From an optimization exercise on the open Yosys and OpenROAD flow, aimed at a short achievable clock period and few clock cycles; shortcuts taken in it are not production practice.
The RTL was checked by simulation tests, not by an equivalence proof against the original design.
Power figures rest on the tool's default switching activity, not on a simulated workload.

File: config.mk
export PLATFORM = sky130hd
export DESIGN_NAME = pipelined
export DESIGN_NICKNAME = pipelined
export VERILOG_FILES = /design/flow/design.v
export SDC_FILE = /design/flow/constraint.sdc
export NUM_CORES = 4
export LEC_CHECK = 0
export ABC_CLOCK_PERIOD_IN_PS = 4000
export CAP_MARGIN = 20
export CELL_PAD_IN_SITES_DETAIL_PLACEMENT = 1
export CELL_PAD_IN_SITES_GLOBAL_PLACEMENT = 2
export CORE_MARGIN = 2
export CORE_UTILIZATION = 30
export PLACE_DENSITY = 0.45
export SETUP_SLACK_MARGIN = 5
export SLEW_MARGIN = 20
export TNS_END_PERCENT = 100
File: constraint.sdc
create_clock -name core_clock -period 12.0 [get_ports {clk_i}]
set_input_delay 2.4000 -clock core_clock [delete_from_list [all_inputs] [get_ports {clk_i}]]
set_output_delay 2.4000 -clock core_clock [all_outputs]
set_load 0.01 [all_outputs]
File: design.v
module pipelined (
  input         clk_i, rst_ni,
  output [31:0] imem_addr_o ,
  input  [31:0] imem_rdata_i,
  output [31:0] dmem_addr_o ,
  output [31:0] dmem_wdata_o,
  output [ 3:0] dmem_be_o   ,
  output        dmem_we_o   ,
  input  [31:0] dmem_rdata_i
);
  localparam int NB = 32;    
  localparam int NR = 4;     
  logic [31:0] pc_q;
  logic        d_valid;
  logic [31:0] d_pc, d_inst;
  logic        d_pt;                  
  logic        d_hit;                 
  logic [31:0] d_ptgt;                
  logic        e_valid;
  logic [31:0] e_a, e_b, e_s;         
  logic        e_fa, e_fb, e_fs;      
  logic [ 4:0] e_rd;
  logic        e_we, e_load, e_store, e_br, e_jal, e_jalr, e_call, e_ret;
  logic [ 2:0] e_f3;
  logic        e_sub, e_sra, e_ltu;
  logic        e_r_add, e_r_lt, e_r_xor, e_r_or, e_r_and, e_r_sll, e_r_sr, e_r_link;
  logic        e_pt;
  logic [31:0] e_alt;                 
  logic [31:0] e_exp;                 
  logic [31:0] e_link, e_bt, e_pc;
  logic        m_valid, m_we, m_load, m_store;
  logic [ 4:0] m_rd;
  logic [ 2:0] m_f3;
  logic [31:0] m_res;
  logic [31:0] m_wdata;
  logic [ 3:0] m_be;
  logic        m_redir;               
  logic [31:0] m_tgt;
  logic        u_valid, u_taken, u_cond, u_call, u_ret;
  logic [31:0] u_pc, u_tgt, u_link;
  logic [31:0][31:0] rf;
  logic [NB-1:0]            bt_v, bt_cond, bt_ret;
  logic [NB-1:0][10:0]      bt_tag, bt_tgt;
  logic [NB-1:0][3:0]       bt_h;
  logic [NB-1:0][15:0][1:0] bt_c;
  logic [4:0]               bt_ptr;    
  logic [NR-1:0][10:0]      ras;
  logic          pc_ok;
  logic [NB-1:0] hit, take;
  logic          p_taken, p_ret;
  logic [10:0]   p_btgt, p_tgt;
  logic [31:0]   pc_plus4, p_next;
  assign imem_addr_o = pc_q;
  assign pc_ok       = (pc_q[31:13] == 19'd0) & (pc_q[1:0] == 2'd0);
  always_comb begin
    p_btgt = '0;
    for (int e = 0; e < NB; e++) begin
      hit[e]  = bt_v[e] & (bt_tag[e] == pc_q[12:2]) & pc_ok;
      take[e] = hit[e] & (~bt_cond[e] | bt_c[e][bt_h[e]][1]);
      p_btgt  = p_btgt | ({11{hit[e]}} & bt_tgt[e]);
    end
  end
  assign p_taken  = |take;
  assign p_ret    = |(hit & bt_ret);
  assign p_tgt    = p_ret ? ras[0] : p_btgt;
  assign pc_plus4 = pc_q + 32'd4;
  assign p_next   = p_taken ? {19'd0, p_tgt, 2'd0} : pc_plus4;
  wire [4:0] op  = d_inst[6:2];
  wire [2:0] f3  = d_inst[14:12];
  wire       f7b = d_inst[30];
  wire [4:0] rd  = d_inst[11:7];
  wire [4:0] rs1 = d_inst[19:15];
  wire [4:0] rs2 = d_inst[24:20];
  wire is_lui   = (op == 5'b01101);
  wire is_auipc = (op == 5'b00101);
  wire is_jal   = (op == 5'b11011);
  wire is_jalr  = (op == 5'b11001);
  wire is_br    = (op == 5'b11000);
  wire is_load  = (op == 5'b00000);
  wire is_store = (op == 5'b01000);
  wire is_opimm = (op == 5'b00100);
  wire is_op    = (op == 5'b01100);
  wire writes   = is_lui | is_auipc | is_jal | is_jalr | is_load | is_opimm | is_op;
  wire d_we     = writes & (rd != 5'd0);
  wire uses_rs1 = is_jalr | is_br | is_load | is_store | is_opimm | is_op;
  wire uses_rs2 = is_br | is_store | is_op;
  wire use_imm  = ~(is_op | is_br);
  wire [31:0] imm_i = {{20{d_inst[31]}}, d_inst[31:20]};
  wire [31:0] imm_s = {{20{d_inst[31]}}, d_inst[31:25], d_inst[11:7]};
  wire [31:0] imm_b = {{19{d_inst[31]}}, d_inst[31], d_inst[7], d_inst[30:25], d_inst[11:8], 1'b0};
  wire [31:0] imm_u = {d_inst[31:12], 12'd0};
  wire [31:0] imm_j = {{11{d_inst[31]}}, d_inst[31], d_inst[19:12], d_inst[20], d_inst[30:21], 1'b0};
  logic [31:0] imm;
  always_comb begin
    if (is_store)              imm = imm_s;
    else if (is_lui | is_auipc) imm = imm_u;
    else                       imm = imm_i;
  end
  wire [31:0] d_bt   = d_pc + (is_jal ? imm_j : imm_b);
  wire [31:0] d_link = d_pc + 32'd4;
  wire [31:0] d_exp  = d_ptgt - imm_i;
  logic [31:0] ld_data, wb_res;
  wire         w_en = m_we;
  wire [31:0]  w_sel = 32'd1 << m_rd;
  wire [31:0] rf1 = (rs1 == 5'd0) ? 32'd0 : rf[rs1];
  wire [31:0] rf2 = (rs2 == 5'd0) ? 32'd0 : rf[rs2];
  wire [31:0] rv1 = (w_en & (m_rd == rs1)) ? wb_res : rf1;
  wire [31:0] rv2 = (w_en & (m_rd == rs2)) ? wb_res : rf2;
  wire ex_w   = e_valid & e_we;
  wire fwd1   = ex_w & (e_rd == rs1);
  wire fwd2   = ex_w & (e_rd == rs2);
  wire stall  = d_valid & e_valid & e_load & e_we &
                ((uses_rs1 & (e_rd == rs1)) | (uses_rs2 & (e_rd == rs2)));
  wire id_redirect = d_valid & ~stall & ~d_hit & (is_jal | (is_br & d_inst[31]));
  wire d_call = (is_jal | is_jalr) & (rd == 5'd1);
  wire d_ret  = is_jalr & (rd == 5'd0) & (rs1 == 5'd1);
  wire [31:0] A = e_fa ? m_res : e_a;
  wire [31:0] B = e_fb ? m_res : e_b;
  wire [31:0] S = e_fs ? m_res : e_s;
  wire [31:0] sum = A + (e_sub ? ~B : B) + {31'd0, e_sub};
  wire        eq  = (A == B);
  wire        lt  = ({A[31] ^ ~e_ltu, A[30:0]} < {B[31] ^ ~e_ltu, B[30:0]});
  wire [31:0] sll = A << B[4:0];
  wire [31:0] sr  = (A >> B[4:0]) | ({32{e_sra & A[31]}} & ~(32'hFFFFFFFF >> B[4:0]));
  wire [31:0] res = ({32{e_r_add }} & sum)
                  | ({32{e_r_lt  }} & {31'd0, lt})
                  | ({32{e_r_xor }} & (A ^ B))
                  | ({32{e_r_or  }} & (A | B))
                  | ({32{e_r_and }} & (A & B))
                  | ({32{e_r_sll }} & sll)
                  | ({32{e_r_sr  }} & sr)
                  | ({32{e_r_link}} & e_link);
  wire taken       = e_f3[2] ? (lt ^ e_f3[0]) : (eq ^ e_f3[0]);
  wire ex_redirect = e_valid & e_br & (taken ^ e_pt);
  wire jalr_miss   = e_valid & e_jalr & (~e_pt | (A != e_exp));
  wire ex_flush    = ex_redirect | jalr_miss;
  logic [3:0]  be;
  logic [31:0] wdata;
  always_comb begin
    case (e_f3[1:0])
      2'b00:   begin wdata = {4{S[7:0]}};  be = 4'b0001 << sum[1:0]; end
      2'b01:   begin wdata = {2{S[15:0]}}; be = sum[1] ? 4'b1100 : 4'b0011; end
      default: begin wdata = S;            be = 4'b1111; end
    endcase
  end
  assign dmem_addr_o  = m_res;
  assign dmem_wdata_o = m_wdata;
  assign dmem_be_o    = m_be;
  assign dmem_we_o    = m_store;
  wire [31:0] lane = dmem_rdata_i >> {m_res[1:0], 3'b000};
  always_comb begin
    case (m_f3)
      3'b000:  ld_data = {{24{lane[7]}}, lane[7:0]};
      3'b001:  ld_data = {{16{lane[15]}}, lane[15:0]};
      3'b100:  ld_data = {24'd0, lane[7:0]};
      3'b101:  ld_data = {16'd0, lane[15:0]};
      default: ld_data = lane;
    endcase
  end
  assign wb_res = m_load ? ld_data : m_res;
  logic [31:0] npc;
  always_comb begin
    if (m_redir)          npc = m_tgt;
    else if (ex_redirect) npc = e_alt;
    else if (id_redirect) npc = d_bt;
    else if (stall)       npc = pc_q;
    else                  npc = p_next;
  end
  always_ff @(posedge clk_i or negedge rst_ni) begin
    if (~rst_ni) pc_q <= 32'd0;
    else         pc_q <= npc;
  end
  wire kill_d = m_redir | ex_flush | id_redirect;
  wire kill_e = m_redir | ex_flush | stall;
  always_ff @(posedge clk_i or negedge rst_ni) begin
    if (~rst_ni) begin
      d_valid <= 1'b0;
      e_valid <= 1'b0;
      m_valid <= 1'b0;
      m_we    <= 1'b0;
      m_store <= 1'b0;
      m_redir <= 1'b0;
      u_valid <= 1'b0;
    end else begin
      if (kill_d)      d_valid <= 1'b0;
      else if (~stall) d_valid <= 1'b1;
      e_valid <= d_valid & ~kill_e;
      m_valid <= e_valid;
      m_we    <= e_valid & e_we;
      m_store <= e_valid & e_store;
      m_redir <= jalr_miss;
      u_valid <= e_valid & (e_br | e_jal | e_jalr);
    end
  end
  always_ff @(posedge clk_i) begin
    if (~stall) begin
      d_pc   <= pc_q;
      d_inst <= imem_rdata_i;
      d_pt   <= p_taken;
      d_hit  <= |hit;
      d_ptgt <= {19'd0, p_tgt, 2'd0};
    end
    e_a      <= is_lui ? 32'd0 : is_auipc ? d_pc : rv1;
    e_b      <= use_imm ? imm : rv2;
    e_s      <= rv2;
    e_fa     <= fwd1 & uses_rs1;
    e_fb     <= fwd2 & ~use_imm;
    e_fs     <= fwd2;
    e_rd     <= rd;
    e_we     <= d_we;
    e_load   <= is_load;
    e_store  <= is_store;
    e_br     <= is_br;
    e_jal    <= is_jal;
    e_jalr   <= is_jalr;
    e_call   <= d_call;
    e_ret    <= d_ret;
    e_f3     <= f3;
    e_sub    <= is_op & (f3 == 3'b000) & f7b;
    e_sra    <= f7b;
    e_ltu    <= (is_op | is_opimm) ? f3[0] : f3[1];
    e_r_add  <= ((is_op | is_opimm) & (f3 == 3'b000)) | is_load | is_store | is_lui | is_auipc;
    e_r_lt   <= (is_op | is_opimm) & (f3[2:1] == 2'b01);
    e_r_xor  <= (is_op | is_opimm) & (f3 == 3'b100);
    e_r_or   <= (is_op | is_opimm) & (f3 == 3'b110);
    e_r_and  <= (is_op | is_opimm) & (f3 == 3'b111);
    e_r_sll  <= (is_op | is_opimm) & (f3 == 3'b001);
    e_r_sr   <= (is_op | is_opimm) & (f3 == 3'b101);
    e_r_link <= is_jal | is_jalr;
    e_pt     <= d_pt | id_redirect;
    e_alt    <= (d_pt | id_redirect) ? d_link : d_bt;
    e_exp    <= d_exp;
    e_link   <= d_link;
    e_bt     <= d_bt;
    e_pc     <= d_pc;
    m_rd     <= e_rd;
    m_load   <= e_load;
    m_f3     <= e_f3;
    m_res    <= res;
    m_wdata  <= wdata;
    m_be     <= be;
    m_tgt    <= sum;
    u_taken  <= e_br ? taken : 1'b1;
    u_cond   <= e_br;
    u_call   <= e_call;
    u_ret    <= e_ret;
    u_pc     <= e_pc;
    u_tgt    <= e_jalr ? sum : e_bt;
    u_link   <= e_link;
  end
  always_ff @(posedge clk_i or negedge rst_ni) begin
    if (~rst_ni) begin
      for (int i = 0; i < 32; i++) rf[i] <= (i == 2) ? 32'h800 : 32'd0;
    end else begin
      for (int i = 1; i < 32; i++)
        if (w_en & w_sel[i]) rf[i] <= wb_res;
    end
  end
  wire          u_pc_ok  = (u_pc[31:13] == 19'd0);
  wire          u_tgt_ok = (u_tgt[31:13] == 19'd0) & (u_tgt[1:0] == 2'd0);
  logic [NB-1:0] um;
  always_comb
    for (int e = 0; e < NB; e++)
      um[e] = bt_v[e] & (bt_tag[e] == u_pc[12:2]) & u_pc_ok;
  wire u_any   = |um;
  wire u_alloc = u_valid & ~u_any & u_taken & u_pc_ok & u_tgt_ok;
  always_ff @(posedge clk_i or negedge rst_ni) begin
    if (~rst_ni) begin
      bt_v   <= '0;
      bt_ptr <= '0;
      ras    <= '0;
    end else begin
      if (u_alloc) begin
        bt_v[bt_ptr] <= 1'b1;
        bt_ptr       <= bt_ptr + 1'b1;
      end
      for (int e = 0; e < NB; e++)
        if (u_valid & um[e] & u_taken & ~u_tgt_ok) bt_v[e] <= 1'b0;
      if (u_valid) begin
        if (u_ret & u_call)  ras[0] <= u_link[12:2];
        else if (u_call)     ras    <= {ras[NR-2:0], u_link[12:2]};
        else if (u_ret)      ras    <= {11'd0, ras[NR-1:1]};
      end
    end
  end
  always_ff @(posedge clk_i) begin
    for (int e = 0; e < NB; e++) begin
      if (u_alloc & (bt_ptr == e)) begin
        bt_tag[e]  <= u_pc[12:2];
        bt_tgt[e]  <= u_tgt[12:2];
        bt_cond[e] <= u_cond;
        bt_ret[e]  <= u_ret;
        bt_h[e]    <= 4'd1;
        bt_c[e]    <= {16{2'b10}};
      end else if (u_valid & um[e]) begin
        if (u_taken & u_tgt_ok) bt_tgt[e] <= u_tgt[12:2];
        if (u_cond) begin
          bt_h[e] <= {bt_h[e][2:0], u_taken};
          if (u_taken & (bt_c[e][bt_h[e]] != 2'b11))  bt_c[e][bt_h[e]] <= bt_c[e][bt_h[e]] + 2'b01;
          if (~u_taken & (bt_c[e][bt_h[e]] != 2'b00)) bt_c[e][bt_h[e]] <= bt_c[e][bt_h[e]] - 2'b01;
        end
      end
    end
  end
endmodule
File: run.sh
#!/bin/bash
# synth_recipe.tcl (not shown) runs the flow's synth.tcl, then flattens the netlist and writes it again
# the make line also repeats each setting of config.mk as NAME=value (left out here)
make -C /OpenROAD-flow-scripts/flow DESIGN_CONFIG=/design/flow/config.mk WORK_HOME=/design/flow/orfs CLKGATE_MAP_FILE= SYNTH_SCRIPT=/design/flow/synth_recipe.tcl finish
==> impl_metrics.ini, run 1 <==
[outcome]
run_status = timing/DRC/antenna clean

[worst_setup_path]
timing.critical_path.required_ns = 12.97
critPathCaptureType = flip-flop
worstSetupPathType = flip-flop to flip-flop
worst-path-max-fanout = 41
crit_arrival_ns = 7.45
timing.critical_path.from_type = flip-flop
worst-r2r-setup-slack_ns = 5.52

[global_route]
antenna_found_initial = 90
grt_pass1_vias = 181000
grt_remaining_overflow = 0
grt_start_max_net_pins = 142
globalRouteTotalUtil_pct = 30.6
grt_first_pass_wirelength_um = 1480000

[clock_tree]
post_cts.resized_instances = 0
cts_buffer_depth = 4
path_clk_slew_ns = 0.06
clkSinkCount = 3558
clock-root-buffer = clkbuf_16
htree_num_levels = 5
insertion_delay_ns = 1.10
cts-hold-fix-buffers = 0
cts_post_setup_buffers_inserted = 0
tritoncts = yes
cts-buffers-inserted = 449

[synth]
synthesis.area_per_instance_um2 = 9.19
synth_top_cell_area_share_pct = 16.1
sequential_cell_area_fraction_in_the_yosys_report_pct = 42.7
synth_nets = 22200
syn-instance-count = 21700
synth_area_leader_cell = dfxtp_1
synth_commonest_cells = 3310 x nand2_1, 2752 x o21ai_0, 1693 x nor2_1
synthMostInstantiatedCell = nand2_1
synth_edf_count = 843
post_synth_instance_area_mm2 = 0.200
postSynth.topFlopCell = dfxtp_1
ys_async_sr_fraction_pct = 31.2
yosys_warnings = 1
postSynthRegisterBits = 3558
synth_area_leaders = dfxtp_1 16%, dfrtp_1 14%, edfxtp_1 13%, mux4_2 9.6%, o21ai_0 6.9%
synthDistinctLibCells = 103

[sta]
finalSetupViolations = 0
period_minus_slack_ns = 6.48
max_freq_ghz = 0.154
final.setup.worst_slack_ns = 5.52
finalCritPeriodShare_pct = 54.0
hold_violations = 0
worst-slew-pin-transition_ns = 1.26
timing.final.max_slew_violations = 0
maximum_clock_skew_at_final_layout_ns = 0.0963
rsz0062_at_grt = no
timing.setup.tns_ns = 0
timing.max_slew.rel_slack_pct = 13.6

[run]
cap_violations = 0

[power]
power.clock.fraction_pct = 37.6
switchingPower_w = 0.0126
cell_internal_pwr_w = 0.0253
pwr_density_cell_mw_per_mm2 = 166
p_comb_share_pct = 20.6
pwr-share-seq_pct = 41.8
p_sw_share_pct = 33.3
vdd_drop_max_uv = 144
leakage_nw = 83.2

[detailed_routing]
detailedRoute.firstIterationViolations = 16900
detail_route.first_pass.iterations = 6
antenna_violating_nets_post_route = 0
drt-total-wl_um = 1060000
detailroute.via_count = 180000
detail_route.vias_per_cell = 5.85
avgRoutedWirePerCell_um = 34.5
drc_errors = 0

[floorplan]
design.core.area_mm2 = 0.663
die_extent_in_x_um = 820
floorplan.io_pins = 167
initial_core_util_pct = 30.1
die_h_um = 820
rows = 299
die_area_mm2 = 0.673

[cells_and_area]
final_net_count = 22000
nFillCells = 74900
ratio_of_cells_with_drive_above_1_in_the_final_layout_pct = 12.2
area_growth_syn_to_layout_pct = 14.3

[hold_path]
hold_class = flip-flop to flip-flop

[place]
buffer_ports.inserted = 164
detailed_place_hpwl_um = 761000
dp_slack_ns = 5.73
place_congestion = 0.897
worst max-delay path: stages, from the launching register on:
cell       delay (ns)
edfxtp_1         0.37
buf_4            0.30
and3_1           0.25
nand2_1          0.17
inv_1            0.08
nand2_1          0.38
inv_1            0.33
nor2_1           0.61
a21o_1           0.16
ha_1             0.32
a21oi_1          0.23
nor2b_1          0.09
nor4_1           0.27
nand2_1          0.13
o2111ai_1        0.61
a21oi_1          0.22
o41ai_1          0.78
o21ai_0          0.34
nor2_1           0.19
xor2_1           0.31
mux2_2           0.21
worst paths after layout:
check / from / endpoint / cells after the start
setup / recovery: d_inst[5] / e_alt[31] / 20
hold / removal: e_pc[10] / u_pc[10] / 0
setup reg to reg: d_inst[5] / e_alt[31] / 20
hold reg to reg: e_pc[10] / u_pc[10] / 0
max in group asynchronous: rst_ni / rf[546] / 3
min in group asynchronous: rst_ni / rf[106] / 1
cell type report:
type	instances	area (um2)	area share (%)
diodes	29	72.6	0.0318
well taps	8879	11100	4.86
repair buffers	800	6620	2.90
flip-flops and latches	3558	85300	37.4
multi-input cells	16300	109000	47.6
clock buffers	640	12900	5.65
clock inverters	197	2280	1.00
inverters	387	1460	0.639
stage by stage:
step                      power (W)  hold WS [ns]  cells  cell area (um2)  util [%]
after global routing         0.0395         0.330  30800           228000      34.4
final                        0.0380         0.323  30800           228000      34.4
after detailed placement     0.0239         0.313  29900           213000      32.1
after CTS                    0.0383         0.326  30700           228000      34.4
after global placement       0.0238         0.310  29900           213000      32.1
after floorplan              0.0198         0.310  21700           200000         -
power groups by stage:
stage	registers, W	clock network (W)	logic, W
after CTS	0.0159	0.0146	0.00782
after detailed placement	0.0161	0	0.00778
final	0.0159	0.0143	0.00783
after global placement	0.0161	0	0.00773
after floorplan	0.0150	0	0.00481
after global routing	0.0160	0.0151	0.00842
routing by layer:
| layer | share of wire [%] | global-route usage (%) |
|---|---|---|
| met1 | 49 | 46.5 |
| met2 | 43 | 46.2 |
| met3 | 5.6 | 4.13 |
| met4 | 2.1 | 5.91 |
| met5 | 0.035 | 0.297 |
sequential cells by signal, summed over array words and instances (netlist names), 44 cells and up:
register  count
bt_tgt      352
rf          992
bt_c       1024
bt_tag      352
ras          44
bt_h        128
placed cells by master (no fill, tap or decap), drive strengths merged, types with 123 or more instances in the layout:
cell type      count
o21ai           2778
inv              384
nor3             449
xnor2            870
and3             137
mux4             863
dfxtp           1604
nand4            335
nand2b           146
clkdlybuf4s50    163
buf              637
edfxtp           843
ha               425
o22ai            298
a22oi            343
nand3            747
nor2b            123
a22o             147
nor2            1694
clkbuf           640
dfrtp           1110
mux2i            315
and2             184
a21oi           1203
nand2           3310
o211ai           142
a31oi            227
clkinv           146
kinds of logic (layout without fill, tap and decap cells):
family | Yosys count | count (layout) | share of synthesized area [%]
buffers and inverters | 1895 | 2024 | 3.71
AO/OA/AOI/OAI | 6132 | 6132 | 18.3
adder cells (fa/ha/maj) | 427 | 427 | 2.68
multiplexers | 1277 | 1277 | 11.9
XOR/XNOR | 943 | 943 | 4.13
other | 0 | 29 | 0
flip-flops | 3558 | 3558 | 42.7
AND/OR/NAND/NOR | 7509 | 7509 | 16.7
Testbench counts, summed over its fixed seeds: cycles 237,999.
==> run 2, diff against run 1 <==
--- a/design.v
+++ b/design.v
@@ -15,10 +15,11 @@
   logic [31:0] d_pc, d_inst;
   logic        d_pt;                  
   logic        d_hit;                 
+  logic        d_jb;                  
+  logic        stall_q;               
   logic [31:0] d_ptgt;                
   logic        e_valid;
   logic [31:0] e_a, e_b, e_s;         
-  logic        e_fa, e_fb, e_fs;      
   logic [ 4:0] e_rd;
   logic        e_we, e_load, e_store, e_br, e_jal, e_jalr, e_call, e_ret;
   logic [ 2:0] e_f3;
@@ -40,6 +41,7 @@
   logic [31:0] u_pc, u_tgt, u_link;
   logic [31:0][31:0] rf;
   logic [NB-1:0]            bt_v, bt_cond, bt_ret;
+  logic [NB-1:0]            bt_p;     
   logic [NB-1:0][10:0]      bt_tag, bt_tgt;
   logic [NB-1:0][3:0]       bt_h;
   logic [NB-1:0][15:0][1:0] bt_c;
@@ -56,7 +58,7 @@
     p_btgt = '0;
     for (int e = 0; e < NB; e++) begin
       hit[e]  = bt_v[e] & (bt_tag[e] == pc_q[12:2]) & pc_ok;
-      take[e] = hit[e] & (~bt_cond[e] | bt_c[e][bt_h[e]][1]);
+      take[e] = hit[e] & bt_p[e];
       p_btgt  = p_btgt | ({11{hit[e]}} & bt_tgt[e]);
     end
   end
@@ -109,14 +111,21 @@
   wire ex_w   = e_valid & e_we;
   wire fwd1   = ex_w & (e_rd == rs1);
   wire fwd2   = ex_w & (e_rd == rs2);
-  wire stall  = d_valid & e_valid & e_load & e_we &
-                ((uses_rs1 & (e_rd == rs1)) | (uses_rs2 & (e_rd == rs2)));
-  wire id_redirect = d_valid & ~stall & ~d_hit & (is_jal | (is_br & d_inst[31]));
+  wire stall  = stall_q & d_valid & e_valid;
+  wire [4:0] f_op       = imem_rdata_i[6:2];
+  wire       f_uses_rs1 = (f_op == 5'b11001) | (f_op == 5'b11000) | (f_op == 5'b00000) |
+                          (f_op == 5'b01000) | (f_op == 5'b00100) | (f_op == 5'b01100);
+  wire       f_uses_rs2 = (f_op == 5'b11000) | (f_op == 5'b01000) | (f_op == 5'b01100);
+  wire       f_jb       = (f_op == 5'b11011) | ((f_op == 5'b11000) & imem_rdata_i[31]);
+  wire       stall_n    = ~stall & d_valid & is_load & d_we &
+                          ((f_uses_rs1 & (imem_rdata_i[19:15] == rd)) |
+                           (f_uses_rs2 & (imem_rdata_i[24:20] == rd)));
+  wire id_redirect = d_valid & ~stall & ~d_hit & d_jb;
   wire d_call = (is_jal | is_jalr) & (rd == 5'd1);
   wire d_ret  = is_jalr & (rd == 5'd0) & (rs1 == 5'd1);
-  wire [31:0] A = e_fa ? m_res : e_a;
-  wire [31:0] B = e_fb ? m_res : e_b;
-  wire [31:0] S = e_fs ? m_res : e_s;
+  wire [31:0] A = e_a;
+  wire [31:0] B = e_b;
+  wire [31:0] S = e_s;
   wire [31:0] sum = A + (e_sub ? ~B : B) + {31'd0, e_sub};
   wire        eq  = (A == B);
   wire        lt  = ({A[31] ^ ~e_ltu, A[30:0]} < {B[31] ^ ~e_ltu, B[30:0]});
@@ -160,8 +169,8 @@
   assign wb_res = m_load ? ld_data : m_res;
   logic [31:0] npc;
   always_comb begin
-    if (m_redir)          npc = m_tgt;
-    else if (ex_redirect) npc = e_alt;
+    if (ex_redirect)      npc = e_alt;
+    else if (m_redir)     npc = m_tgt;
     else if (id_redirect) npc = d_bt;
     else if (stall)       npc = pc_q;
     else                  npc = p_next;
@@ -181,7 +190,9 @@
       m_store <= 1'b0;
       m_redir <= 1'b0;
       u_valid <= 1'b0;
+      stall_q <= 1'b0;
     end else begin
+      stall_q <= stall_n;
       if (kill_d)      d_valid <= 1'b0;
       else if (~stall) d_valid <= 1'b1;
       e_valid <= d_valid & ~kill_e;
@@ -198,14 +209,12 @@
       d_inst <= imem_rdata_i;
       d_pt   <= p_taken;
       d_hit  <= |hit;
+      d_jb   <= f_jb;
       d_ptgt <= {19'd0, p_tgt, 2'd0};
     end
-    e_a      <= is_lui ? 32'd0 : is_auipc ? d_pc : rv1;
-    e_b      <= use_imm ? imm : rv2;
-    e_s      <= rv2;
-    e_fa     <= fwd1 & uses_rs1;
-    e_fb     <= fwd2 & ~use_imm;
-    e_fs     <= fwd2;
+    e_a      <= (fwd1 & uses_rs1) ? res : is_lui ? 32'd0 : is_auipc ? d_pc : rv1;
+    e_b      <= use_imm ? imm : fwd2 ? res : rv2;
+    e_s      <= fwd2 ? res : rv2;
     e_rd     <= rd;
     e_we     <= d_we;
     e_load   <= is_load;
@@ -262,20 +271,52 @@
   always_comb
     for (int e = 0; e < NB; e++)
       um[e] = bt_v[e] & (bt_tag[e] == u_pc[12:2]) & u_pc_ok;
-  wire u_any   = |um;
-  wire u_alloc = u_valid & ~u_any & u_taken & u_pc_ok & u_tgt_ok;
+  logic          w_valid, w_taken, w_cond, w_ret, w_tgt_ok;
+  logic [10:0]   w_pc, w_tgt;
+  logic [NB-1:0] w_m;
+  wire           w_alloc = w_valid & ~(|w_m) & w_taken & w_tgt_ok;
+  wire [NB-1:0]  w_new   = w_alloc ? ({{(NB-1){1'b0}}, 1'b1} << bt_ptr) : '0;
+  wire           u_same  = w_alloc & (w_pc == u_pc[12:2]) & u_pc_ok;
+  always_ff @(posedge clk_i or negedge rst_ni) begin
+    if (~rst_ni) w_valid <= 1'b0;
+    else         w_valid <= u_valid & u_pc_ok;
+  end
+  always_ff @(posedge clk_i) begin
+    w_taken  <= u_taken;
+    w_cond   <= u_cond;
+    w_ret    <= u_ret;
+    w_tgt_ok <= u_tgt_ok;
+    w_pc     <= u_pc[12:2];
+    w_tgt    <= u_tgt[12:2];
+    w_m      <= u_same ? w_new : (um & ~w_new);
+  end
+  logic [NB-1:0][15:0][1:0] c_next;
+  logic [NB-1:0]            p_next_e;
+  always_comb
+    for (int e = 0; e < NB; e++) begin
+      p_next_e[e] = 1'b0;
+      for (int k = 0; k < 16; k++) begin
+        c_next[e][k] = bt_c[e][k];
+        if (bt_h[e] == k) begin
+          if (w_taken & (bt_c[e][k] != 2'b11))  c_next[e][k] = bt_c[e][k] + 2'b01;
+          if (~w_taken & (bt_c[e][k] != 2'b00)) c_next[e][k] = bt_c[e][k] - 2'b01;
+        end
+      end
+      for (int k = 0; k < 16; k++)
+        if ({bt_h[e][2:0], w_taken} == k) p_next_e[e] = c_next[e][k][1];
+    end
   always_ff @(posedge clk_i or negedge rst_ni) begin
     if (~rst_ni) begin
       bt_v   <= '0;
       bt_ptr <= '0;
       ras    <= '0;
     end else begin
-      if (u_alloc) begin
+      if (w_alloc) begin
         bt_v[bt_ptr] <= 1'b1;
         bt_ptr       <= bt_ptr + 1'b1;
       end
       for (int e = 0; e < NB; e++)
-        if (u_valid & um[e] & u_taken & ~u_tgt_ok) bt_v[e] <= 1'b0;
+        if (w_valid & w_m[e] & w_taken & ~w_tgt_ok) bt_v[e] <= 1'b0;
       if (u_valid) begin
         if (u_ret & u_call)  ras[0] <= u_link[12:2];
         else if (u_call)     ras    <= {ras[NR-2:0], u_link[12:2]};
@@ -285,19 +326,20 @@
   end
   always_ff @(posedge clk_i) begin
     for (int e = 0; e < NB; e++) begin
-      if (u_alloc & (bt_ptr == e)) begin
-        bt_tag[e]  <= u_pc[12:2];
-        bt_tgt[e]  <= u_tgt[12:2];
-        bt_cond[e] <= u_cond;
-        bt_ret[e]  <= u_ret;
+      if (w_new[e]) begin
+        bt_tag[e]  <= w_pc;
+        bt_tgt[e]  <= w_tgt;
+        bt_cond[e] <= w_cond;
+        bt_ret[e]  <= w_ret;
         bt_h[e]    <= 4'd1;
         bt_c[e]    <= {16{2'b10}};
-      end else if (u_valid & um[e]) begin
-        if (u_taken & u_tgt_ok) bt_tgt[e] <= u_tgt[12:2];
-        if (u_cond) begin
-          bt_h[e] <= {bt_h[e][2:0], u_taken};
-          if (u_taken & (bt_c[e][bt_h[e]] != 2'b11))  bt_c[e][bt_h[e]] <= bt_c[e][bt_h[e]] + 2'b01;
-          if (~u_taken & (bt_c[e][bt_h[e]] != 2'b00)) bt_c[e][bt_h[e]] <= bt_c[e][bt_h[e]] - 2'b01;
+        bt_p[e]    <= 1'b1;
+      end else if (w_valid & w_m[e]) begin
+        if (w_taken & w_tgt_ok) bt_tgt[e] <= w_tgt;
+        if (w_cond) begin
+          bt_h[e] <= {bt_h[e][2:0], w_taken};
+          bt_p[e] <= p_next_e[e];
+          bt_c[e] <= c_next[e];
         end
       end
     end
==> flow/run.sh (new file) <==
#!/bin/bash
# The standard layout (standard.sh: the standard flow's synthesis and ORFS flow) with a larger
# setup repair margin, so that repair_timing works towards a shorter period than the
# 12 ns constraint needs. The SDC and everything else are unchanged.
set -euo pipefail
bash standard.sh SETUP_SLACK_MARGIN=7.5 finish > standard_flow.log 2>&1
==> standard.sh (new file) <==
#!/bin/bash
# synth_recipe.tcl (not shown) runs the flow's synth.tcl, then flattens the netlist and writes it again
# the make line also repeats each setting of config.mk as NAME=value (left out here)
make -C /OpenROAD-flow-scripts/flow DESIGN_CONFIG=/design/flow/config.mk WORK_HOME=/design/flow/orfs CLKGATE_MAP_FILE= SYNTH_SCRIPT=/design/flow/synth_recipe.tcl "${@:-finish}"
--- a/config.mk
+++ b/config.mk
@@ -12,6 +12,5 @@
 export CORE_MARGIN = 2
 export CORE_UTILIZATION = 30
 export PLACE_DENSITY = 0.45
-export SETUP_SLACK_MARGIN = 5
 export SLEW_MARGIN = 20
 export TNS_END_PERCENT = 100
removed: run.sh
==> impl_metrics.ini, run 2 <==
[outcome]
run_status = timing/DRC/antenna clean

[global_route]
grt_pass1_vias = 176000
grt_remaining_overflow = 0
antenna_found_initial = 71
grt_first_pass_wirelength_um = 1270000
grt_start_max_net_pins = 143
globalRouteTotalUtil_pct = 23.7

[place]
detailed_place_hpwl_um = 570000
dp_cells = 31100
dp_slack_ns = 5.56
buffer_ports.inserted = 164
place_congestion = 0.830

[synth]
synth_top_cell_area_share_pct = 16.0
synthMostInstantiatedCell = nand2_1
synth_area_leader_cell = dfxtp_1
postSynthRegisterBits = 3616
synth_commonest_cells = 2829 x nand2_1, 1724 x nor2_1, 1713 x o21ai_0
synth_nets = 23800
postSynth.topFlopCell = dfxtp_1
synth_area_leaders = dfxtp_1 16%, dfrtp_1 13%, edfxtp_1 12%, ha_1 7.1%, mux4_2 7.1%
syn-instance-count = 22600
ys_async_sr_fraction_pct = 30.8
synthesis.area_per_instance_um2 = 9.38
post_synth_instance_area_mm2 = 0.212
synth_edf_count = 812
sequential_cell_area_fraction_in_the_yosys_report_pct = 40.7
synthDistinctLibCells = 111
yosys_warnings = 1

[detailed_routing]
antenna_violating_nets_post_route = 0
avgRoutedWirePerCell_um = 27.1
detailedRoute.firstIterationViolations = 11500
detail_route.first_pass.iterations = 5
detail_route.vias_per_cell = 5.36
drt-total-wl_um = 869000
detailroute.via_count = 171000
drc_errors = 0

[power]
pwr-share-seq_pct = 40.2
p_comb_share_pct = 23.2
power.clock.fraction_pct = 36.6
leakage_nw = 96.8
cell_internal_pwr_w = 0.0262
pwr_density_cell_mw_per_mm2 = 164
p_sw_share_pct = 33.9
switchingPower_w = 0.0134
vdd_drop_max_uv = 171

[hold_path]
end_point_of_the_worst_hold_path = w_tgt[5]
hold_path.startpoint = u_tgt[7]
timing.hold.worst_path_depth = 0
hold_class = flip-flop to flip-flop

[sta]
timing.max_slew.rel_slack_pct = 19.6
final.setup.worst_slack_ns = 7.45
finalCritPeriodShare_pct = 38.0
maximum_clock_skew_at_final_layout_ns = 0.0899
timing.setup.tns_ns = 0
timing.final.max_slew_violations = 0
worst-slew-pin-transition_ns = 1.20
rsz0062_at_grt = yes
finalSetupViolations = 0
hold_violations = 0
max_freq_ghz = 0.220
period_minus_slack_ns = 4.55

[worst_setup_path]
timing.critical_path.required_ns = 9.60
critPathCaptureType = output pin
slowest_delay_ns = 0.67
critical_path.top_delay_family = flip-flops
r2r.worst_path.cells = 12
crit_arrival_ns = 2.15
critical_path_buf_inv_count = 1
timing.critical_path.cells = dlygate4sd2_1
worst-path-max-fanout = 3
crit-reg2reg-capture = pc_q[11]
r2r_start = pc_q[9]
crit_path_top_delay_cell = dfxtp_1
worst-r2r-setup-slack_ns = 7.56
critical_path_depth = 1
worstSetupPathType = flip-flop to output pin
timing.critical_path.from_type = flip-flop

[floorplan]
initial_core_util_pct = 30.1
die_area_mm2 = 0.712
die_h_um = 844
design.core.area_mm2 = 0.703
die_extent_in_x_um = 844
rows = 308
floorplan.io_pins = 167

[cells_and_area]
layout_commonest_cell = nand2_1
ratio_of_cells_with_drive_above_1_in_the_final_layout_pct = 11.4
mostFrequentLayoutCells = 2793 x nand2_1, 1709 x nor2_1, 1708 x o21ai_0, 1628 x dfxtp_1, 1406 x inv_1
finalNonFillerCells = 32000
final_net_count = 23600
top_regs = bt_c x1024, rf x992
largest_register_ff_count = 1024
nFillCells = 79300
area_growth_syn_to_layout_pct = 14.1
largest_register = bt_c

[run]
cap_violations = 0

[clock_tree]
clock-root-buffer = clkbuf_16
insertion_delay_ns = 1.10
htree_num_levels = 5
cts-hold-fix-buffers = 0
tritoncts = yes
cts-buffers-inserted = 466
path_clk_slew_ns = 0.06
cts_buffer_depth = 4
clkSinkCount = 3616
run 2: layout make-up:
type | instances | area [um2] | share of cell area [%]
diodes | 21 | 52.6 | 0.0218
clock buffers | 684 | 13700 | 5.67
flip-flops and latches | 3616 | 86300 | 35.8
repair buffers | 734 | 6770 | 2.81
inverters | 1438 | 5430 | 2.25
multi-input cells | 16000 | 116000 | 47.9
well taps | 9300 | 11600 | 4.82
clock inverters | 175 | 1820 | 0.752
run 2: cell families after synthesis:
logic type               after synthesis  share of synthesized area, %
AND/OR/NAND/NOR                     6938                          15.0
XOR/XNOR                            1408                          5.83
buffers and inverters               2904                          5.48
flip-flops                          3616                          40.7
multiplexers                        1408                          10.7
AO/OA/AOI/OAI                       5072                          15.1
adder cells (fa/ha/maj)             1208                          7.15
run 2: repair_timing:
action / CTS / global route
pin swaps: 7 / 14
gates resized for setup: 332 / 99
cloned: 6 / 2
buffers inserted: 51 / 12
endpoints found under the setup margin: 337 / 148
run 2: worst max-delay path by stage:
stage                     startpoint         endpoint
detailed placement  dmem_rdata_i[31]          e_b[26]
global placement    dmem_rdata_i[31]          e_b[26]
floorplan                     e_b[1]          e_a[28]
global route              d_inst[15]          e_a[14]
CTS                 dmem_rdata_i[31]          e_a[22]
finish                     m_res[31]  dmem_addr_o[31]
run 2: power groups by stage:
stage | Combinational [W] | Sequential, W | Clock [W]
after floorplan | 0.00527 | 0.0153 | 0
after global placement | 0.00842 | 0.0164 | 0
after detailed placement | 0.00848 | 0.0164 | 0
after CTS | 0.00908 | 0.0159 | 0.0150
after global routing | 0.00978 | 0.0161 | 0.0154
final | 0.00918 | 0.0159 | 0.0145
run 2: worst reg2reg max path, cell delays in order, from the launching register on:
cell	delay, ns
dfrtp_4	0.51
buf_8	0.28
buf_16	0.32
xnor2_1	0.16
nand4_1	0.30
nor3_2	0.85
and2_1	0.62
a22o_1	0.22
a221oi_1	0.05
and3_1	0.24
a41oi_2	0.52
a2bb2oi_1	0.13
a21oi_1	0.17
run 2: stage by stage:
| step | util [%] | hold WS (ns) | cell area [um2] | total power [W] |
|---|---|---|---|---|
| 2_1_floorplan | - | 0.310 | 212000 | 0.0206 |
| 3_3_place_gp | 31.8 | 0.310 | 224000 | 0.0248 |
| 3_5_place_dp | 31.8 | 0.313 | 224000 | 0.0249 |
| 4_1_cts | 34.2 | 0.318 | 241000 | 0.0400 |
| 5_1_grt | 34.3 | 0.321 | 241000 | 0.0413 |
| 6_report | 34.3 | 0.319 | 241000 | 0.0396 |
run 2: per-layer routing:
layer	share of wire (%)	GRT usage [%]
met1	48	34.3
met2	45	38.0
met3	4.3	2.92
met4	2.5	5.14
met5	0.0096	0
Testbench counts of run 2, summed over its fixed seeds: cycles 238,037.
==> run 3, diff against run 2 <==
--- a/design.v
+++ b/design.v
@@ -11,15 +11,20 @@
   localparam int NB = 32;    
   localparam int NR = 4;     
   logic [31:0] pc_q;
+  logic [31:0] pc_o;                  
+  logic [31:0] pc_c;                  
   logic        d_valid;
   logic [31:0] d_pc, d_inst;
+  logic [31:0] d_rs1oh, d_rs2oh;      
   logic        d_pt;                  
   logic        d_hit;                 
   logic        d_jb;                  
   logic        stall_q;               
+  logic [31:0] d_bimm;                
   logic [31:0] d_ptgt;                
   logic        e_valid;
   logic [31:0] e_a, e_b, e_s;         
+  logic        e_sl;                  
   logic [ 4:0] e_rd;
   logic        e_we, e_load, e_store, e_br, e_jal, e_jalr, e_call, e_ret;
   logic [ 2:0] e_f3;
@@ -33,6 +38,7 @@
   logic [ 4:0] m_rd;
   logic [ 2:0] m_f3;
   logic [31:0] m_res;
+  logic [31:0] m_addr;                
   logic [31:0] m_wdata;
   logic [ 3:0] m_be;
   logic        m_redir;               
@@ -45,28 +51,28 @@
   logic [NB-1:0][10:0]      bt_tag, bt_tgt;
   logic [NB-1:0][3:0]       bt_h;
   logic [NB-1:0][15:0][1:0] bt_c;
-  logic [4:0]               bt_ptr;    
+  logic [NB-1:0]            bt_poh;    
   logic [NR-1:0][10:0]      ras;
   logic          pc_ok;
   logic [NB-1:0] hit, take;
-  logic          p_taken, p_ret;
-  logic [10:0]   p_btgt, p_tgt;
+  logic          p_taken;
+  logic [10:0]   p_tgt;
   logic [31:0]   pc_plus4, p_next;
-  assign imem_addr_o = pc_q;
-  assign pc_ok       = (pc_q[31:13] == 19'd0) & (pc_q[1:0] == 2'd0);
+  assign imem_addr_o = pc_o;
+  assign pc_ok       = (pc_c[31:13] == 19'd0) & (pc_c[1:0] == 2'd0);
   always_comb begin
-    p_btgt = '0;
+    p_tgt = '0;
     for (int e = 0; e < NB; e++) begin
-      hit[e]  = bt_v[e] & (bt_tag[e] == pc_q[12:2]) & pc_ok;
+      hit[e]  = bt_v[e] & (bt_tag[e] == pc_c[12:2]) & pc_ok;
       take[e] = hit[e] & bt_p[e];
-      p_btgt  = p_btgt | ({11{hit[e]}} & bt_tgt[e]);
+      p_tgt   = p_tgt | ({11{take[e]}} & (bt_ret[e] ? ras[0] : bt_tgt[e]));
     end
   end
   assign p_taken  = |take;
-  assign p_ret    = |(hit & bt_ret);
-  assign p_tgt    = p_ret ? ras[0] : p_btgt;
   assign pc_plus4 = pc_q + 32'd4;
-  assign p_next   = p_taken ? {19'd0, p_tgt, 2'd0} : pc_plus4;
+  assign p_next   = {{19{~p_taken}} & pc_plus4[31:13],
+                     p_tgt | ({11{~p_taken}} & pc_plus4[12:2]),
+                     pc_plus4[1:0]};
   wire [4:0] op  = d_inst[6:2];
   wire [2:0] f3  = d_inst[14:12];
   wire       f7b = d_inst[30];
@@ -89,23 +95,28 @@
   wire use_imm  = ~(is_op | is_br);
   wire [31:0] imm_i = {{20{d_inst[31]}}, d_inst[31:20]};
   wire [31:0] imm_s = {{20{d_inst[31]}}, d_inst[31:25], d_inst[11:7]};
-  wire [31:0] imm_b = {{19{d_inst[31]}}, d_inst[31], d_inst[7], d_inst[30:25], d_inst[11:8], 1'b0};
   wire [31:0] imm_u = {d_inst[31:12], 12'd0};
-  wire [31:0] imm_j = {{11{d_inst[31]}}, d_inst[31], d_inst[19:12], d_inst[20], d_inst[30:21], 1'b0};
   logic [31:0] imm;
   always_comb begin
     if (is_store)              imm = imm_s;
     else if (is_lui | is_auipc) imm = imm_u;
     else                       imm = imm_i;
   end
-  wire [31:0] d_bt   = d_pc + (is_jal ? imm_j : imm_b);
+  wire [31:0] d_bt   = d_pc + d_bimm;
   wire [31:0] d_link = d_pc + 32'd4;
   wire [31:0] d_exp  = d_ptgt - imm_i;
   logic [31:0] ld_data, wb_res;
   wire         w_en = m_we;
   wire [31:0]  w_sel = 32'd1 << m_rd;
-  wire [31:0] rf1 = (rs1 == 5'd0) ? 32'd0 : rf[rs1];
-  wire [31:0] rf2 = (rs2 == 5'd0) ? 32'd0 : rf[rs2];
+  logic [31:0] rf1, rf2;
+  always_comb begin
+    rf1 = 32'd0;
+    rf2 = 32'd0;
+    for (int i = 1; i < 32; i++) begin
+      rf1 = rf1 | ({32{d_rs1oh[i]}} & rf[i]);
+      rf2 = rf2 | ({32{d_rs2oh[i]}} & rf[i]);
+    end
+  end
   wire [31:0] rv1 = (w_en & (m_rd == rs1)) ? wb_res : rf1;
   wire [31:0] rv2 = (w_en & (m_rd == rs2)) ? wb_res : rf2;
   wire ex_w   = e_valid & e_we;
@@ -115,8 +126,11 @@
   wire [4:0] f_op       = imem_rdata_i[6:2];
   wire       f_uses_rs1 = (f_op == 5'b11001) | (f_op == 5'b11000) | (f_op == 5'b00000) |
                           (f_op == 5'b01000) | (f_op == 5'b00100) | (f_op == 5'b01100);
-  wire       f_uses_rs2 = (f_op == 5'b11000) | (f_op == 5'b01000) | (f_op == 5'b01100);
+  wire       f_uses_rs2 = (f_op == 5'b11000) | (f_op == 5'b01100);
   wire       f_jb       = (f_op == 5'b11011) | ((f_op == 5'b11000) & imem_rdata_i[31]);
+  wire [31:0] f_bimm    = (f_op == 5'b11011) ?
+      {{11{imem_rdata_i[31]}}, imem_rdata_i[31], imem_rdata_i[19:12], imem_rdata_i[20], imem_rdata_i[30:21], 1'b0} :
+      {{19{imem_rdata_i[31]}}, imem_rdata_i[31], imem_rdata_i[7], imem_rdata_i[30:25], imem_rdata_i[11:8], 1'b0};
   wire       stall_n    = ~stall & d_valid & is_load & d_we &
                           ((f_uses_rs1 & (imem_rdata_i[19:15] == rd)) |
                            (f_uses_rs2 & (imem_rdata_i[24:20] == rd)));
@@ -125,7 +139,7 @@
   wire d_ret  = is_jalr & (rd == 5'd0) & (rs1 == 5'd1);
   wire [31:0] A = e_a;
   wire [31:0] B = e_b;
-  wire [31:0] S = e_s;
+  wire [31:0] S = e_sl ? wb_res : e_s;
   wire [31:0] sum = A + (e_sub ? ~B : B) + {31'd0, e_sub};
   wire        eq  = (A == B);
   wire        lt  = ({A[31] ^ ~e_ltu, A[30:0]} < {B[31] ^ ~e_ltu, B[30:0]});
@@ -152,7 +166,7 @@
       default: begin wdata = S;            be = 4'b1111; end
     endcase
   end
-  assign dmem_addr_o  = m_res;
+  assign dmem_addr_o  = m_addr;
   assign dmem_wdata_o = m_wdata;
   assign dmem_be_o    = m_be;
   assign dmem_we_o    = m_store;
@@ -175,10 +189,31 @@
     else if (stall)       npc = pc_q;
     else                  npc = p_next;
   end
+  logic [31:0] npc_o, npc_c;
+  always_comb begin
+    if (m_redir)          npc_o = m_tgt;
+    else if (ex_redirect) npc_o = e_alt;
+    else if (id_redirect) npc_o = d_bt;
+    else if (stall)       npc_o = pc_o;
+    else                  npc_o = p_next;
+  end
+  always_comb begin
+    if (stall & ~ex_redirect & ~m_redir) npc_c = pc_c;
+    else if (ex_redirect)                npc_c = e_alt;
+    else if (m_redir)                    npc_c = m_tgt;
+    else if (id_redirect)                npc_c = d_bt;
+    else                                 npc_c = p_next;
+  end
   always_ff @(posedge clk_i or negedge rst_ni) begin
-    if (~rst_ni) pc_q <= 32'd0;
-    else         pc_q <= npc;
+    if (~rst_ni) begin
+      pc_q <= 32'd0;
+      pc_c <= 32'd0;
+    end else begin
+      pc_q <= npc;
+      pc_c <= npc_c;
+    end
   end
+  always_ff @(posedge clk_i) pc_o <= rst_ni ? npc_o : 32'd0;
   wire kill_d = m_redir | ex_flush | id_redirect;
   wire kill_e = m_redir | ex_flush | stall;
   always_ff @(posedge clk_i or negedge rst_ni) begin
@@ -187,7 +222,6 @@
       e_valid <= 1'b0;
       m_valid <= 1'b0;
       m_we    <= 1'b0;
-      m_store <= 1'b0;
       m_redir <= 1'b0;
       u_valid <= 1'b0;
       stall_q <= 1'b0;
@@ -198,7 +232,6 @@
       e_valid <= d_valid & ~kill_e;
       m_valid <= e_valid;
       m_we    <= e_valid & e_we;
-      m_store <= e_valid & e_store;
       m_redir <= jalr_miss;
       u_valid <= e_valid & (e_br | e_jal | e_jalr);
     end
@@ -207,14 +240,18 @@
     if (~stall) begin
       d_pc   <= pc_q;
       d_inst <= imem_rdata_i;
+      d_rs1oh <= (32'd1 << imem_rdata_i[19:15]) & ~32'd1;
+      d_rs2oh <= (32'd1 << imem_rdata_i[24:20]) & ~32'd1;
       d_pt   <= p_taken;
       d_hit  <= |hit;
       d_jb   <= f_jb;
+      d_bimm <= f_bimm;
       d_ptgt <= {19'd0, p_tgt, 2'd0};
     end
     e_a      <= (fwd1 & uses_rs1) ? res : is_lui ? 32'd0 : is_auipc ? d_pc : rv1;
     e_b      <= use_imm ? imm : fwd2 ? res : rv2;
     e_s      <= fwd2 ? res : rv2;
+    e_sl     <= fwd2 & e_load;
     e_rd     <= rd;
     e_we     <= d_we;
     e_load   <= is_load;
@@ -245,10 +282,12 @@
     m_rd     <= e_rd;
     m_load   <= e_load;
     m_f3     <= e_f3;
+    m_store  <= rst_ni & e_valid & e_store;    
     m_res    <= res;
+    m_addr   <= sum;
     m_wdata  <= wdata;
     m_be     <= be;
-    m_tgt    <= sum;
+    if (e_jalr) m_tgt <= sum;
     u_taken  <= e_br ? taken : 1'b1;
     u_cond   <= e_br;
     u_call   <= e_call;
@@ -274,8 +313,9 @@
   logic          w_valid, w_taken, w_cond, w_ret, w_tgt_ok;
   logic [10:0]   w_pc, w_tgt;
   logic [NB-1:0] w_m;
-  wire           w_alloc = w_valid & ~(|w_m) & w_taken & w_tgt_ok;
-  wire [NB-1:0]  w_new   = w_alloc ? ({{(NB-1){1'b0}}, 1'b1} << bt_ptr) : '0;
+  logic          w_any;                 
+  wire           w_alloc = w_valid & ~w_any & w_taken & w_tgt_ok;
+  wire [NB-1:0]  w_new   = w_alloc ? bt_poh : '0;
   wire           u_same  = w_alloc & (w_pc == u_pc[12:2]) & u_pc_ok;
   always_ff @(posedge clk_i or negedge rst_ni) begin
     if (~rst_ni) w_valid <= 1'b0;
@@ -289,6 +329,7 @@
     w_pc     <= u_pc[12:2];
     w_tgt    <= u_tgt[12:2];
     w_m      <= u_same ? w_new : (um & ~w_new);
+    w_any    <= u_same | (|(um & ~w_new));
   end
   logic [NB-1:0][15:0][1:0] c_next;
   logic [NB-1:0]            p_next_e;
@@ -308,13 +349,11 @@
   always_ff @(posedge clk_i or negedge rst_ni) begin
     if (~rst_ni) begin
       bt_v   <= '0;
-      bt_ptr <= '0;
+      bt_poh <= {{(NB-1){1'b0}}, 1'b1};
       ras    <= '0;
     end else begin
-      if (w_alloc) begin
-        bt_v[bt_ptr] <= 1'b1;
-        bt_ptr       <= bt_ptr + 1'b1;
-      end
+      if (w_alloc) bt_poh <= {bt_poh[NB-2:0], bt_poh[NB-1]};
+      bt_v <= bt_v | w_new;
       for (int e = 0; e < NB; e++)
         if (w_valid & w_m[e] & w_taken & ~w_tgt_ok) bt_v[e] <= 1'b0;
       if (u_valid) begin
==> flow/run.sh (replaced) <==
#!/bin/bash
# The standard layout (standard.sh: the standard flow's synthesis and ORFS flow) with two changes
# to how the layout is made; the SDC and everything else are unchanged:
# - a larger setup repair margin, so that repair_timing works towards a shorter
#   period than the 12 ns constraint needs;
# - every input and output port is still buffered, but with buf_4 instead of the
#   slow delay buffer that buffer_ports picks by default.
set -euo pipefail
export BUFFER_PORTS_ARGS="-buffer_cell sky130_fd_sc_hd__buf_4"
bash standard.sh SETUP_SLACK_MARGIN=8 finish > standard_flow.log 2>&1
==> impl_metrics.ini, run 3 <==
[synth]
yosys_warnings = 1
post_synth_instance_area_mm2 = 0.215
postSynthRegisterBits = 3816
synthesis.area_per_instance_um2 = 9.09
synthDistinctLibCells = 105
synth_top_cell_area_share_pct = 16.1
sequential_cell_area_fraction_in_the_yosys_report_pct = 42.5
synth_nets = 24900
synth_area_leaders = dfxtp_1 16%, dfrtp_1 14%, edfxtp_1 13%, ha_1 7.0%, nand2_1 4.6%
postSynth.topFlopCell = dfxtp_1
syn-instance-count = 23700
synth_area_leader_cell = dfxtp_1
ys_async_sr_fraction_pct = 30.7
synth_edf_count = 919
synth_commonest_cells = 2658 x nand2_1, 1767 x o21ai_0, 1726 x dfxtp_1
synthMostInstantiatedCell = nand2_1

[hold_path]
timing.hold.worst_path_depth = 0
hold_class = flip-flop to flip-flop
hold_path.startpoint = e_pc[6]
end_point_of_the_worst_hold_path = u_pc[6]

[detailed_routing]
detailroute.via_count = 190000
detailedRoute.firstIterationViolations = 15400
detail_route.vias_per_cell = 5.63
drt-total-wl_um = 1050000
avgRoutedWirePerCell_um = 31.1
drc_errors = 0
antenna_violating_nets_post_route = 0
detail_route.first_pass.iterations = 8

[cells_and_area]
fin_util_pct = 35.4
top_regs = bt_c x1024, rf x992
largest_register_ff_count = 1024
mostFrequentLayoutCells = 2618 x nand2_1, 1749 x o21ai_0, 1629 x nor2_1, 1548 x dfxtp_1, 1334 x inv_1
nFillCells = 80800
postLayoutCellArea_mm2 = 0.254
sequential_cell_area_mm2 = 0.0919
largest_register = bt_c
layout_commonest_cell = nand2_1
area_growth_syn_to_layout_pct = 17.8
multi_input_gate_area_mm2 = 0.116
final_net_count = 25000
ratio_of_cells_with_drive_above_1_in_the_final_layout_pct = 12.3

[power]
finalPower_w = 0.0437
vdd_drop_max_uv = 149
leakage_nw = 103
pwr_density_cell_mw_per_mm2 = 172

[floorplan]
die_area_mm2 = 0.724
rows = 311
die_extent_in_x_um = 851
die_h_um = 851
floorplan.io_pins = 167
design.core.area_mm2 = 0.716
initial_core_util_pct = 30.1

[worst_setup_path]
timing.critical_path.required_ns = 13.02
critPathCaptureType = flip-flop
worst-path-max-fanout = 4
r2r_start = pc_c[10]
crit_arrival_ns = 5.30
timing.critical_path.from_type = flip-flop
r2r.worst_path.cells = 15
worst-r2r-setup-slack_ns = 7.72
crit-reg2reg-capture = pc_q[17]
worstSetupPathType = flip-flop to flip-flop

[clock_tree]
clock-root-buffer = clkbuf_16
cts-buffers-inserted = 522
path_clk_slew_ns = 0.06
htree_num_levels = 6
insertion_delay_ns = 1.14
cts_buffer_depth = 4
cts-hold-fix-buffers = 0
clkSinkCount = 3816
tritoncts = yes

[global_route]
globalRouteTotalUtil_pct = 27.9
grt_first_pass_wirelength_um = 1480000
grt_pass1_vias = 191000
antenna_found_initial = 72
grt_remaining_overflow = 0
grt_start_max_net_pins = 128

[sta]
timing.final.max_slew_violations = 0
finalCritPeriodShare_pct = 35.7
period_minus_slack_ns = 4.28
maximum_clock_skew_at_final_layout_ns = 0.0934
max_freq_ghz = 0.233
rsz0062_at_grt = yes
timing.max_slew.rel_slack_pct = 14.7
timing.setup.tns_ns = 0
hold_violations = 0
worst-slew-pin-transition_ns = 1.28
finalSetupViolations = 0

[place]
place_congestion = 0.894
placement.cell_area_mm2 = 0.228
detailed_place_hpwl_um = 682000
buffer_ports.inserted = 164

[outcome]
run_status = timing/DRC/antenna clean

[run]
cap_violations = 0
[run 3: worst max path at each step]
stage / cells after the start / start / endpoint / slack [ns]
after floorplan: 9 / dmem_rdata_i[31] / e_b[18] / 7.88
after global placement: 13 / e_a[31] / pc_q[16] / 4.69
after detailed placement: 13 / e_a[31] / pc_q[2] / 5.14
after CTS: 1 / pc_o[11] / imem_addr_o[11] / 7.73
after global routing: 15 / pc_c[2] / pc_q[17] / 7.67
final: 15 / pc_c[10] / pc_q[17] / 7.72
[run 3: logic make-up after synthesis]
kind of cell	Yosys count	synth area share, %
adder cells (fa/ha/maj)	1199	6.98
AND/OR/NAND/NOR	7343	16.0
AO/OA/AOI/OAI	6068	18.7
flip-flops	3816	42.5
XOR/XNOR	1382	5.62
multiplexers	898	4.79
buffers and inverters	2966	5.43
[run 3: critical path, stage by stage (launching register included)]
cell and delay, ns:
dfrtp_4 0.56, buf_12 0.17, xnor2_2 0.17, nand4_1 0.19, nor4_4 1.00, a2111oi_4 0.02, buf_4 0.22, nand4_1 0.35
nor4_4 0.07, buf_12 0.17, buf_6 0.11, o21ai_4 0.13, buf_12 0.18, o221ai_4 0.13, a221o_1 0.45, a21boi_1 0.16
[run 3: area by class of cell]
| cell class | count | share of cell area (%) |
|---|---|---|
| Timing Repair Buffer | 1097 | 4.33 |
| Multi-Input combinational cell | 16900 | 45.8 |
| Inverter | 1376 | 2.07 |
| Clock buffer | 773 | 6.12 |
| Tap cell | 9546 | 4.71 |
| Antenna cell | 41 | 0.0405 |
| Sequential cell | 3816 | 36.3 |
| Clock inverter | 156 | 0.668 |
[run 3: what timing repair did]
action,CTS,global route
setup buffers,193,93
gates cloned,20,11
pin swaps,99,111
setup endpoints to repair,936,299
resized for setup,777,292
[run 3: per-layer routing]
metal  track usage [%]  up-vias  routed length, um
met2              45.5     5251             477000
met4              10.8       18              48000
li1                  -    85500                  -
met3              3.63     1641              55300
met1              37.6    97300             469000
met5                 0        -                144
[run 3: report_power, final]
| group | internal (W) | total [W] | switching, W |
|---|---|---|---|
| Sequential | 0.0153 | 0.0179 | 0.00257 |
| Clock | 0.00939 | 0.0160 | 0.00661 |
| Combinational | 0.00373 | 0.00978 | 0.00605 |
[run 3: stage by stage]
step                      hold slack [ns]  setup slack (ns)  instances
final                               0.255              7.72      33700
after global routing                0.293              7.67      33700
after CTS                           0.279              7.73      33600
after detailed placement            0.313              5.14      32400
after global placement              0.311              4.69      32400
after floorplan                     0.310              7.88      23700
Testbench counts of run 3, summed over its fixed seeds: cycles 237,169.
==> run 4, diff against run 3 <==
--- a/design.v
+++ b/design.v
@@ -70,7 +70,8 @@
   end
   assign p_taken  = |take;
   assign pc_plus4 = pc_q + 32'd4;
-  assign p_next   = {{19{~p_taken}} & pc_plus4[31:13],
+  assign p_next   = {pc_plus4[31:14],
+                     pc_plus4[13] & ~p_taken,
                      p_tgt | ({11{~p_taken}} & pc_plus4[12:2]),
                      pc_plus4[1:0]};
   wire [4:0] op  = d_inst[6:2];
@@ -181,39 +182,21 @@
     endcase
   end
   assign wb_res = m_load ? ld_data : m_res;
-  logic [31:0] npc;
-  always_comb begin
-    if (ex_redirect)      npc = e_alt;
-    else if (m_redir)     npc = m_tgt;
-    else if (id_redirect) npc = d_bt;
-    else if (stall)       npc = pc_q;
-    else                  npc = p_next;
-  end
-  logic [31:0] npc_o, npc_c;
-  always_comb begin
-    if (m_redir)          npc_o = m_tgt;
-    else if (ex_redirect) npc_o = e_alt;
-    else if (id_redirect) npc_o = d_bt;
-    else if (stall)       npc_o = pc_o;
-    else                  npc_o = p_next;
-  end
-  always_comb begin
-    if (stall & ~ex_redirect & ~m_redir) npc_c = pc_c;
-    else if (ex_redirect)                npc_c = e_alt;
-    else if (m_redir)                    npc_c = m_tgt;
-    else if (id_redirect)                npc_c = d_bt;
-    else                                 npc_c = p_next;
-  end
+  wire s_m  = m_redir;
+  wire s_id = id_redirect & ~m_redir;
+  wire s_st = stall & ~m_redir;
+  wire s_p  = ~(m_redir | id_redirect | stall);
+  wire [31:0] npc_move = ({32{s_m}} & m_tgt) | ({32{s_id}} & d_bt) | ({32{s_p}} & p_next);
+  wire [31:0] npc   = ex_redirect ? e_alt : (npc_move | ({32{s_st}} & pc_q));
+  wire [31:0] npc_c = ex_redirect ? e_alt : (npc_move | ({32{s_st}} & pc_c));
   always_ff @(posedge clk_i or negedge rst_ni) begin
-    if (~rst_ni) begin
-      pc_q <= 32'd0;
-      pc_c <= 32'd0;
-    end else begin
-      pc_q <= npc;
-      pc_c <= npc_c;
-    end
+    if (~rst_ni) pc_q <= 32'd0;
+    else         pc_q <= npc;
+  end
+  always_ff @(posedge clk_i) begin
+    pc_c <= rst_ni ? npc_c : 32'd0;
+    pc_o <= rst_ni ? npc   : 32'd0;
   end
-  always_ff @(posedge clk_i) pc_o <= rst_ni ? npc_o : 32'd0;
   wire kill_d = m_redir | ex_flush | id_redirect;
   wire kill_e = m_redir | ex_flush | stall;
   always_ff @(posedge clk_i or negedge rst_ni) begin
==> impl_metrics.ini, run 4 <==
[clock_tree]
cts_buffer_depth = 4
cts-buffers-inserted = 518
clock-root-buffer = clkbuf_16
path_clk_slew_ns = 0.06
clkSinkCount = 3816
htree_num_levels = 6
tritoncts = yes
insertion_delay_ns = 1.13
cts-hold-fix-buffers = 0

[synth]
yosys_warnings = 1
synthesis.area_per_instance_um2 = 9.09
synth_nets = 24700
ys_async_sr_fraction_pct = 29.8
sequential_cell_area_fraction_in_the_yosys_report_pct = 42.8
synth_area_leader_cell = dfxtp_1
postSynth.topFlopCell = dfxtp_1
syn-instance-count = 23400
synth_edf_count = 919
post_synth_instance_area_mm2 = 0.213
synth_area_leaders = dfxtp_1 17%, dfrtp_1 13%, edfxtp_1 13%, ha_1 7.0%, xnor2_1 5.2%
synthDistinctLibCells = 104
synthMostInstantiatedCell = nand2_1
synth_commonest_cells = 2725 x nand2_1, 1844 x o21ai_0, 1758 x dfxtp_1
synth_top_cell_area_share_pct = 16.5
postSynthRegisterBits = 3816

[global_route]
global_route.peak_usage_layer = met2
grt_pass1_vias = 187000
grtUsageMet3_pct = 3.46
grt_start_max_net_pins = 153
antenna_found_initial = 58
grt_remaining_overflow = 0
grt_first_pass_wirelength_um = 1430000
globalRouteTotalUtil_pct = 27.1
met1_resource_use_gr_pct = 36.2
globalRouteMet2Util_pct = 44.4

[power]
leakage_nw = 100
switchingPower_w = 0.0144
vdd_drop_max_uv = 171
cell_internal_pwr_w = 0.0279
pwr-share-seq_pct = 41.2
p_sw_share_pct = 34.1
power.clock.fraction_pct = 37.7
p_comb_share_pct = 21.1
pwr_density_cell_mw_per_mm2 = 171

[sta]
finalSetupViolations = 0
period_minus_slack_ns = 4.18
finalCritPeriodShare_pct = 34.8
rsz0062_at_grt = yes
hold_violations = 0
worst-slew-pin-transition_ns = 1.30
max_freq_ghz = 0.240
timing.final.max_slew_violations = 0
timing.setup.tns_ns = 0
timing.max_slew.rel_slack_pct = 12.6
final.setup.worst_slack_ns = 7.82
maximum_clock_skew_at_final_layout_ns = 0.0662

[hold_path]
hold_path.startpoint = e_pc[22]
hold_class = flip-flop to flip-flop

[cells_and_area]
mostFrequentLayoutCells = 2685 x nand2_1, 1791 x o21ai_0, 1617 x nor2_1, 1574 x dfxtp_1, 1349 x inv_1
final_net_count = 24600
finalNonFillerCells = 33300
layout_commonest_cell = nand2_1
largest_register_ff_count = 1024
nFillCells = 80100
multi_input_gate_area_mm2 = 0.113
largest_register = bt_c
ratio_of_cells_with_drive_above_1_in_the_final_layout_pct = 10.9
sequential_cell_area_mm2 = 0.0917
area_growth_syn_to_layout_pct = 16.0
top_regs = bt_c x1024, rf x992

[floorplan]
die_area_mm2 = 0.717
rows = 309
die_h_um = 847
initial_core_util_pct = 30.1
die_extent_in_x_um = 847
design.core.area_mm2 = 0.708
floorplan.io_pins = 167

[worst_setup_path]
timing.critical_path.from_type = flip-flop
r2r_start = d_rs1oh[14]
crit_arrival_ns = 5.15
worst-path-max-fanout = 17
worstSetupPathType = flip-flop to flip-flop
critPathCaptureType = flip-flop
timing.critical_path.from = d_rs1oh[14]
timing.critical_path.required_ns = 12.98

[detailed_routing]
drc_errors = 0
detail_route.vias_per_cell = 5.57
antenna_violating_nets_post_route = 0
detail_route.first_pass.iterations = 10
drt-total-wl_um = 1010000
detailroute.via_count = 185000
detailedRoute.firstIterationViolations = 14400
avgRoutedWirePerCell_um = 30.3

[run]
cap_violations = 0

[place]
dp_slack_ns = 6.14
dp_cells = 32100
detailed_place_hpwl_um = 652000
buffer_ports.inserted = 164
place_congestion = 0.843

[outcome]
run_status = timing/DRC/antenna clean
-- run 4: power groups by stage --
stage	registers, W	logic, W	clock network [W]
global route	0.0176	0.00950	0.0169
floorplan	0.0165	0.00473	0
CTS	0.0174	0.00859	0.0164
global placement	0.0177	0.00797	0
finish	0.0174	0.00892	0.0159
detailed placement	0.0177	0.00802	0
-- run 4: stage by stage --
step / area (um2) / power [W] / hold WS (ns) / util [%]
2_1_floorplan: 213000 / 0.0213 / 0.310 / -
3_3_place_gp: 226000 / 0.0257 / 0.310 / 31.9
3_5_place_dp: 226000 / 0.0257 / 0.313 / 31.9
4_1_cts: 246000 / 0.0424 / 0.322 / 34.7
5_1_grt: 247000 / 0.0439 / 0.324 / 34.9
6_report: 247000 / 0.0423 / 0.323 / 34.9
-- run 4: final cells by class --
type | instances | area share, %
Clock buffer | 756 | 6.15
Multi-Input combinational cell | 16700 | 45.6
Antenna cell | 57 | 0.0577
Clock inverter | 172 | 0.762
Tap cell | 9485 | 4.80
Inverter | 1393 | 2.12
Sequential cell | 3816 | 37.1
Timing Repair Buffer | 924 | 3.46
-- run 4: logic make-up (layout without fill, tap and decap cells) --
family                   Yosys count  in the layout  share of synthesized area (%)
AND/OR/NAND/NOR                 7138           7141                           15.5
AO/OA/AOI/OAI                   6037           6040                           18.7
flip-flops                      3816           3816                           42.8
buffers and inverters           2953           3245                           5.33
XOR/XNOR                        1400           1400                           5.76
adder cells (fa/ha/maj)         1199           1199                           7.05
multiplexers                     898            898                           4.80
other                              0             57                              0
-- run 4: timing repair --
action / 4_1_cts / 5_1_grt
endpoints found under the hold margin: 0 / 0
cloned: 8 / 14
gates resized for setup: 504 / 170
buffers inserted: 65 / 73
endpoints found under the setup margin: 583 / 283
pin swaps: 25 / 31
-- run 4: worst paths after layout --
kind                             to  slack [ns]  depth (start not counted)
max                          e_a[1]        7.82                          9
max in group asynchronous   rf[802]        8.51                          3
max reg2reg                  e_a[1]        7.82                          9
min in group asynchronous   ras[14]        1.23                          1
min                        u_pc[22]        0.32                          0
min reg2reg                u_pc[22]        0.32                          0
-- run 4: worst max-delay path, stage by stage (launching register included) --
cell and delay (ns):
edfxtp_1 0.72, buf_4 0.38, buf_4 0.38, a22o_1 0.32, a221oi_1 0.26, nand4_1 0.15
nor3_2 1.00, mux2i_1 0.36, a211oi_1 0.34, a21oi_1 0.07
-- run 4: layer usage --
layer	up-vias	routed length [um]
li1	84200	-
met1	94600	449000
met2	4937	463000
met3	1606	50000
met4	26	47600
met5	-	178
Testbench counts of run 4, summed over its fixed seeds: cycles 237,169.

what the ideal ports hide:
In the flow no input, the clock included, has a driving cell. The finished layouts below were timed again as built, in two steps.
Step 1 assumes that a clkbuf_16 drives the clock port and a buf_2 every other input.
Step 2 also shifts input and output timing later by t, the mid clock arrival at the registers, as if the neighbouring blocks saw the same clock.
Three values: ideal, step 1, step 2; two values: the first two.
run	shift t [ns]	slack for setup (ns)
run 1	1.179	5.517 / 5.517 / 5.517
run 2	1.178	7.446 / 7.319 / 6.505
run 3	1.257	7.717 / 7.625 / 6.879
run 4	1.251	7.825 / 7.818 / 6.716
After both steps setup and hold are still met in every run listed.
